Source: an optimization exercise on an open RTL-to-GDS flow (aim: small area). Production flows keep margins and buffers that such runs may drop.
At most, simulation tests tie the RTL to the original design; equivalence was not proved.
No driver is modelled on the clock port, so clocking that relies on it looks cheaper here than on a real chip.
No activity file was given, so power comes from the tool's default toggle rates.

## before
==> flow/design.v (excerpt) <==
module clock
(
    input        clk,
    input        rst_n,
    input  [2:0] key,
    output reg   led,
    output [3:0] dig,
    output       dp,
    output [7:0] smg
);
reg  [3:0] scq;
wire [1:0] q  = scq[1:0];
wire [1:0] sc = scq[3:2];
reg  [2:0] u;       
reg  [4:0] w;       
reg        h;       
reg        run;     
wire q3   = (q == 2'd3);
wire u4   = u[2];
wire w24  = w[4] & w[3];
wire wrap = q3 & u4 & w24 & h;         
wire tick = wrap & run;                
wire e_key   = (q == 2'd2) & u4;       
wire e_press = q3 & (u == 3'd0);       
wire e_led   = (q == 2'd0) & u4 & w24;  
always @(posedge clk) begin
    if (!rst_n) begin
        scq <= 4'b0010;
        u   <= 3'd0;
        w   <= 5'd24;
        h   <= 1'b1;
        run <= 1'b0;
    end else begin
        scq <= scq + 1'b1;
        if (q3) begin
            u <= u4 ? 3'd0 : u + 1'b1;
            if (u4) begin
                w <= w24 ? 5'd0 : w + 1'b1;
                if (w24)
                    h <= ~h;
            end
        end
        if (wrap)
            run <= 1'b1;
    end
end
always @(posedge clk)
    led <= run & (e_led ? (~h & ~led) : (led & rst_n));
reg [2:0] key_s;
reg [2:0] prs;
always @(posedge clk) begin
    if (!rst_n) begin
        key_s <= 3'b111;
        prs   <= 3'b000;
    end else if (e_key) begin
        key_s <= key;
        prs   <= key_s & ~key;
    end
end
wire p_mode  = e_press & prs[0];
wire p_plus  = prs[1];
wire p_minus = prs[2];
reg [2:0] mode;
reg       pause;
reg [3:0] sec_l, sec_h;
reg [3:0] min_l;
reg [2:0] min_h;
reg [3:0] hour_l, hour_h;
reg [3:0] hdisp_l, hdisp_h;    
reg [5:0] sec_cnt;
wire m1 = (mode == 3'd1);
wire m2 = (mode == 3'd2);
wire m3 = (mode == 3'd3);
wire m4 = (mode == 3'd4);
wire m5 = (mode == 3'd5);
wire ed   = e_press & ~prs[0];       
wire cm   = tick & (sec_cnt == 6'd59);
wire ml9  = (min_l == 4'd9);
wire cmh  = cm & ml9;
wire ch   = cmh & (min_h == 3'd5);
wire hh2  = (hour_h == 4'd2);
  ...
==> flow/config.mk <==
export PLATFORM = sky130hd
export DESIGN_NAME = clock
export DESIGN_NICKNAME = clock
export VERILOG_FILES = /design/flow/design.v
export SDC_FILE = /design/flow/constraint.sdc
export NUM_CORES = 4
export LEC_CHECK = 0
export ABC_AREA = 1
export CAP_MARGIN = 20
export CORE_MARGIN = 2
export CORE_UTILIZATION = 55
export CTS_BUF_LIST = sky130_fd_sc_hd__clkbuf_8
export CTS_CLUSTER_DIAMETER = 200
export CTS_CLUSTER_SIZE = 64
export PLACE_DENSITY = 0.7
export SLEW_MARGIN = 20
==> flow/constraint.sdc <==
create_clock -name core_clock -period 10.0 [get_ports {clk}]
set_input_delay 2.0000 -clock core_clock [delete_from_list [all_inputs] [get_ports {clk}]]
set_output_delay 2.0000 -clock core_clock [all_outputs]
set_load 0.01 [all_outputs]
run.sh (not shown) runs the stock make flow with config.mk's settings and CLKGATE_MAP_FILE= SYNTH_SCRIPT=/design/flow/synth_recipe.tcl, a recipe that flattens the netlist after the stock synthesis.
before: all stages complete, timing, DRC and antenna checks passed
Modified inputs, after compared to before
# before
export LEC_CHECK = 0
export ABC_AREA = 1
export CAP_MARGIN = 20
export CORE_MARGIN = 2
export CORE_UTILIZATION = 55
export CTS_BUF_LIST = sky130_fd_sc_hd__clkbuf_8
export CTS_CLUSTER_DIAMETER = 200
export CTS_CLUSTER_SIZE = 64
export PLACE_DENSITY = 0.7
export SLEW_MARGIN = 20
create_clock -name core_clock -period 10.0 [get_ports {clk}]
# after
export LEC_CHECK = 0
export CAP_MARGIN = 20
export CORE_MARGIN = 2
export CORE_UTILIZATION = 40
export PLACE_DENSITY = 0.6
export SLEW_MARGIN = 20
create_clock -name core_clock -period 10.0 [get_ports {clk}]
Findings:
- Note that the placeable core region recorded for before amounts to 0.71 times the value seen in after.
- after vs before, floorplan die height went up by 18%.
- after ends up with a number of fill cells that is 46% higher than in before.
- On core occupancy in the finished layout, the lower figure sits with after, not before.
No run of this note included a check of the RTL's function; only the layout flow was run.

* * *

clock, a different RTL version from the one above (not shown whole).
For scale: about 370 cells after synthesis, roughly 19 I/O pins, roughly 2900 um^2 of cells after synthesis.
==> flow/config.mk <==
export PLATFORM = sky130hd
export DESIGN_NAME = clock
export DESIGN_NICKNAME = clock
export VERILOG_FILES = /design/flow/design.v
export SDC_FILE = /design/flow/constraint.sdc
export NUM_CORES = 4
export LEC_CHECK = 0
export ABC_AREA = 1
export CAP_MARGIN = 20
export CORE_MARGIN = 2
export CORE_UTILIZATION = 75
export PLACE_DENSITY = 0.88
export SLEW_MARGIN = 20
==> flow/constraint.sdc <==
create_clock -name core_clock -period 10.0 [get_ports {clk}]
set_input_delay 2.0000 -clock core_clock [delete_from_list [all_inputs] [get_ports {clk}]]
set_output_delay 2.0000 -clock core_clock [all_outputs]
set_load 0.01 [all_outputs]
standard.sh (not shown) runs the stock make flow with config.mk's settings and CLKGATE_MAP_FILE= SYNTH_SCRIPT=/design/flow/synth_recipe.tcl, a recipe that flattens the netlist after the stock synthesis.
==> flow/flow/run.sh <==
#!/bin/bash
# Own flow: the standard synthesis with its combinational logic re-mapped
# for area (flip-flops kept as synthesised; the smallest of four ABC runs is
# kept), the standard floorplan and placement, a small clock tree of its
# own, then the standard routing and finishing.
set -euo pipefail
W=$PWD
F=$W/flow
R=$W/orfs/results/$FLOW_PLATFORM/clock/base
P=$FLOW_HOME/platforms/$FLOW_PLATFORM
LIB=$P/lib/sky130_fd_sc_hd__tt_025C_1v80.lib

bash standard.sh synth > $W/synth.log 2>&1

cp $R/1_2_yosys.v $W/standard_synth.v
for S in 1 2 3 4; do
  sed "s/@SEED@/$S/" $F/resyn.abc > $W/resyn_$S.abc
  RESYN_LIB=$LIB RESYN_ABC=$W/resyn_$S.abc RESYN_DONTUSE="$(cat $F/dontuse.txt)" \
  RESYN_IN=$W/standard_synth.v RESYN_TOP=$FLOW_TOP RESYN_OUT=$W/resyn_$S.v \
      yosys -c $F/resyn.tcl > $W/resyn_$S.log 2>&1 &
done
wait
best=""; besta=""
for S in 1 2 3 4; do
  a=$(grep "Chip area" $W/resyn_$S.log | tail -1 | awk '{print $NF}')
  if [[ -n "$a" ]] && { [[ -z "$besta" ]] || awk "BEGIN{exit !($a < $besta)}"; }; then best=$S; besta=$a; fi
done
echo "resyn areas: $(grep -h 'Chip area' $W/resyn_*.log | awk '{print $NF}' | tr '\n' ' ') -> seed $best" > $W/resyn_choice.log
cp $W/resyn_$best.v $R/1_2_yosys.v
rm -f $R/1_synth.odb $R/1_synth.sdc

export BUFFER_PORTS_ARGS="-buffer_cell sky130_fd_sc_hd__buf_1"
bash standard.sh place > $W/place.log 2>&1

export CTS_RESULTS=$R CTS_PLATFORM_DIR=$P CTS_BUF=sky130_fd_sc_hd__clkbuf_8 CTS_ROOT_BUF=sky130_fd_sc_hd__clkbuf_4
export CTS_DONT_USE="$(sed 's/-dont_use //g' $F/dontuse.txt)"
nbuf=8; bal=1
for k in 4 5 6 7; do
  found=0
  for b in 0 1; do
    CTS_NBUF=$k CTS_BALANCE=$b CTS_WRITE=0 openroad -no_init -exit $F/cts.tcl > $W/cts_try${k}_$b.log 2>&1 || true
    s=$(grep "worst flip-flop clock slew" $W/cts_try${k}_$b.log | awk '{print $NF}')
    if [[ -n "$s" ]] && awk "BEGIN{exit !($s <= 0.105)}"; then nbuf=$k; bal=$b; found=1; break; fi
  done
  if [[ $found == 1 ]]; then break; fi
done
CTS_NBUF=$nbuf CTS_BALANCE=$bal CTS_WRITE=1 openroad -no_init -exit $F/cts.tcl > $W/cts.log 2>&1

bash standard.sh finish > $W/layout.log 2>&1
==> flow/flow/cts.tcl <==
# Clock tree: the flip-flops split into CTS_NBUF groups by k-means
# on their placement, each group driven by one clock buffer at its centre, all
# buffers driven by the clock port (through a root buffer above 4 groups).
set R $::env(CTS_RESULTS)
set P $::env(CTS_PLATFORM_DIR)
read_lef $P/lef/sky130_fd_sc_hd.tlef
read_lef $P/lef/sky130_fd_sc_hd_merged.lef
read_liberty $P/lib/sky130_fd_sc_hd__tt_025C_1v80.lib
read_db $R/3_place.odb
read_sdc $R/3_place.sdc
source $P/setRC.tcl
set_dont_use $::env(CTS_DONT_USE)

set block [ord::get_db_block]
set dbu [$block getDbUnitsPerMicron]
# flip-flop clock pins and their positions
set pins {}
foreach inst [$block getInsts] {
  if {[[$inst getMaster] isSequential]} {
    set bb [$inst getBBox]
    lappend pins [list [$inst getName] [expr {([$bb xMin] + [$bb xMax]) / 2.0 / $dbu}] [expr {([$bb yMin] + [$bb yMax]) / 2.0 / $dbu}]]
  }
}
set k $::env(CTS_NBUF)
# k-means, seeded with flip-flops spread along x
set sorted [lsort -real -index 1 $pins]
set n [llength $sorted]
set cent {}
for {set i 0} {$i < $k} {incr i} {
  set p [lindex $sorted [expr {int(($i + 0.5) * $n / $k)}]]
  lappend cent [list [lindex $p 1] [lindex $p 2]]
}
# k-means, with balanced groups if CTS_BALANCE: each round assigns
# flip-flops greedily by distance to the nearest centre that still has room
set cap [expr {$::env(CTS_BALANCE) ? ($n + $k - 1) / $k : $n}]
for {set it 0} {$it < 30} {incr it} {
  set pairs {}
  for {set j 0} {$j < $n} {incr j} {
    set p [lindex $pins $j]
    for {set i 0} {$i < $k} {incr i} {
      set c [lindex $cent $i]
      lappend pairs [list [expr {abs([lindex $p 1] - [lindex $c 0]) + abs([lindex $p 2] - [lindex $c 1])}] $j $i]
    }
  }
  set pairs [lsort -real -index 0 $pairs]
  set done {}
  set size {}
  set groups {}
  for {set i 0} {$i < $k} {incr i} { lappend size 0; lappend groups {} }
  foreach pr $pairs {
    set j [lindex $pr 1]; set i [lindex $pr 2]
    if {[dict exists $done $j]} continue
    if {[lindex $size $i] >= $cap} continue
    dict set done $j 1
    lset size $i [expr {[lindex $size $i] + 1}]
    lset groups $i [concat [lindex $groups $i] [list [lindex $pins $j]]]
  }
  set cent {}
  foreach g $groups {
    set sx 0; set sy 0
    foreach p $g { set sx [expr {$sx + [lindex $p 1]}]; set sy [expr {$sy + [lindex $p 2]}] }
    set m [llength $g]
    if {$m == 0} { set m 1 }
    lappend cent [list [expr {$sx / $m}] [expr {$sy / $m}]]
  }
}
for {set i 0} {$i < $k} {incr i} {
  set g [lindex $groups $i]
  if {[llength $g] == 0} continue
  set loads {}
  foreach p $g { lappend loads [get_pins [lindex $p 0]/CLK] }
  set c [lindex $cent $i]
  puts "clock buffer $i: [llength $g] flip-flops at $c"
  insert_buffer -buffer_cell $::env(CTS_BUF) -net clk -load_pins $loads -location $c -buffer_name clkbuf_$i -net_name clknet_$i
}
if {$k > 4} {
  set sx 0; set sy 0
  foreach c $cent { set sx [expr {$sx + [lindex $c 0]}]; set sy [expr {$sy + [lindex $c 1]}] }
  insert_buffer -buffer_cell $::env(CTS_ROOT_BUF) -net clk -location [list [expr {$sx / $k}] [expr {$sy / $k}]] -buffer_name clkbuf_root -net_name clknet_root
}
detailed_placement
check_placement -verbose
set_propagated_clock [all_clocks]
estimate_parasitics -placement
report_clock_skew
report_worst_slack -min
report_worst_slack -max
report_check_types -max_slew -max_capacitance -violators
set worst 0
foreach pin [get_pins -hierarchical */CLK] { set s [get_property $pin slew_max]; if {$s > $worst} {set worst $s} }
puts "worst flip-flop clock slew: $worst"
if {$::env(CTS_WRITE)} {
  write_db $R/4_1_cts.odb
  file copy -force $R/4_1_cts.odb $R/4_cts.odb
  write_sdc $R/4_cts.sdc
}
Other scripts of this flow, unchanged in this note and not shown: flow/flow/dontuse.txt, flow/flow/resyn.abc, flow/flow/resyn.tcl
Edit:
--- a/flow/flow/run.sh
+++ b/flow/flow/run.sh
@@ -37 +37 @@
-nbuf=8; bal=1
+nbuf=8
@@ -39,7 +39,3 @@
-  found=0
-  for b in 0 1; do
-    CTS_NBUF=$k CTS_BALANCE=$b CTS_WRITE=0 openroad -no_init -exit $F/cts.tcl > $W/cts_try${k}_$b.log 2>&1 || true
-    s=$(grep "worst flip-flop clock slew" $W/cts_try${k}_$b.log | awk '{print $NF}')
-    if [[ -n "$s" ]] && awk "BEGIN{exit !($s <= 0.105)}"; then nbuf=$k; bal=$b; found=1; break; fi
-  done
-  if [[ $found == 1 ]]; then break; fi
+  CTS_NBUF=$k CTS_WRITE=0 openroad -no_init -exit $F/cts.tcl > $W/cts_try$k.log 2>&1
+  s=$(grep "worst flip-flop clock slew" $W/cts_try$k.log | awk '{print $NF}')
+  if awk "BEGIN{exit !($s <= 0.105)}"; then nbuf=$k; break; fi
@@ -47 +43 @@
-CTS_NBUF=$nbuf CTS_BALANCE=$bal CTS_WRITE=1 openroad -no_init -exit $F/cts.tcl > $W/cts.log 2>&1
+CTS_NBUF=$nbuf CTS_WRITE=1 openroad -no_init -exit $F/cts.tcl > $W/cts.log 2>&1
--- a/flow/flow/cts.tcl
+++ b/flow/flow/cts.tcl
@@ -1 +1 @@
-# Clock tree: the flip-flops split into CTS_NBUF groups by k-means
+# Clock tree: the flip-flops split into CTS_NBUF balanced groups by k-means
@@ -3 +3 @@
-# buffers driven by the clock port (through a root buffer above 4 groups).
+# buffers driven by the clock port.
@@ -33,3 +33,3 @@
-# k-means, with balanced groups if CTS_BALANCE: each round assigns
-# flip-flops greedily by distance to the nearest centre that still has room
-set cap [expr {$::env(CTS_BALANCE) ? ($n + $k - 1) / $k : $n}]
+# k-means with balanced groups: each round assigns flip-flops greedily by
+# distance to the nearest centre that still has room
+set cap [expr {($n + $k - 1) / $k}]
--- a/flow/config.mk
+++ b/flow/config.mk
@@ -11,2 +11,2 @@
-export CORE_UTILIZATION = 75
-export PLACE_DENSITY = 0.88
+export CORE_UTILIZATION = 65
+export PLACE_DENSITY = 0.8
Outcome:
- The new run ran to the end with no violations
- routed wire length goes down by 7.4%
- power is lower by 0.76%
- final cell count rose by 0.90%
- sequential power barely changes
- design area is about the same
- non-clock buffer count stays the same
Edit:
--- a/flow/config.mk
+++ b/flow/config.mk
@@ -11,2 +11,2 @@
-export CORE_UTILIZATION = 65
-export PLACE_DENSITY = 0.8
+export CORE_UTILIZATION = 75
+export PLACE_DENSITY = 0.88
- die area came out lower by 13%
- combinational power goes down by about 30%
- critical path depth rises by 4
- via count came out higher by about 4.3%
- worst setup slack got worse by 0.54 ns
- area after synthesis barely changes
- core utilization rises by 11 points
- hold slack improved by 0.0063 ns
- fmax is lower by about 10%

-- afterwards: timing with drivers on the ports --
In the flow no input, the clock included, has a driving cell. The finished layouts below were timed again as built, in two steps. Step 1 sets driving cells, clkbuf_16 on the clock port and buf_2 on the other inputs (assumed; they add their load-dependent delay and slew). Step 2 adds t to the input delays and takes it off the output delays; t is the mean of the earliest and latest rising clock arrival at the registers after step 1. Input paths then give back, and output paths get back, about the clock's delay inside the block. a / b / c = ideal / step 1 / step 2; a / b = the first two.
run	t (ns)	setup slack, ns	latest minus earliest clock arrival (ns)
before	0.369	5.152 / 5.121 / 5.490	0.006 / 0.006
after	0.362	4.720 / 4.689 / 5.052	0.011 / 0.011
the first run of note 2	0.404	4.800 / 4.775 / 5.179	0.030 / 0.030
the second run of note 2	0.390	4.949 / 4.923 / 5.313	0.007 / 0.006
the third run of note 2	0.207	4.408 / 4.352 / 4.559	0.012 / 0.012
After both steps setup and hold are still met in every run listed.
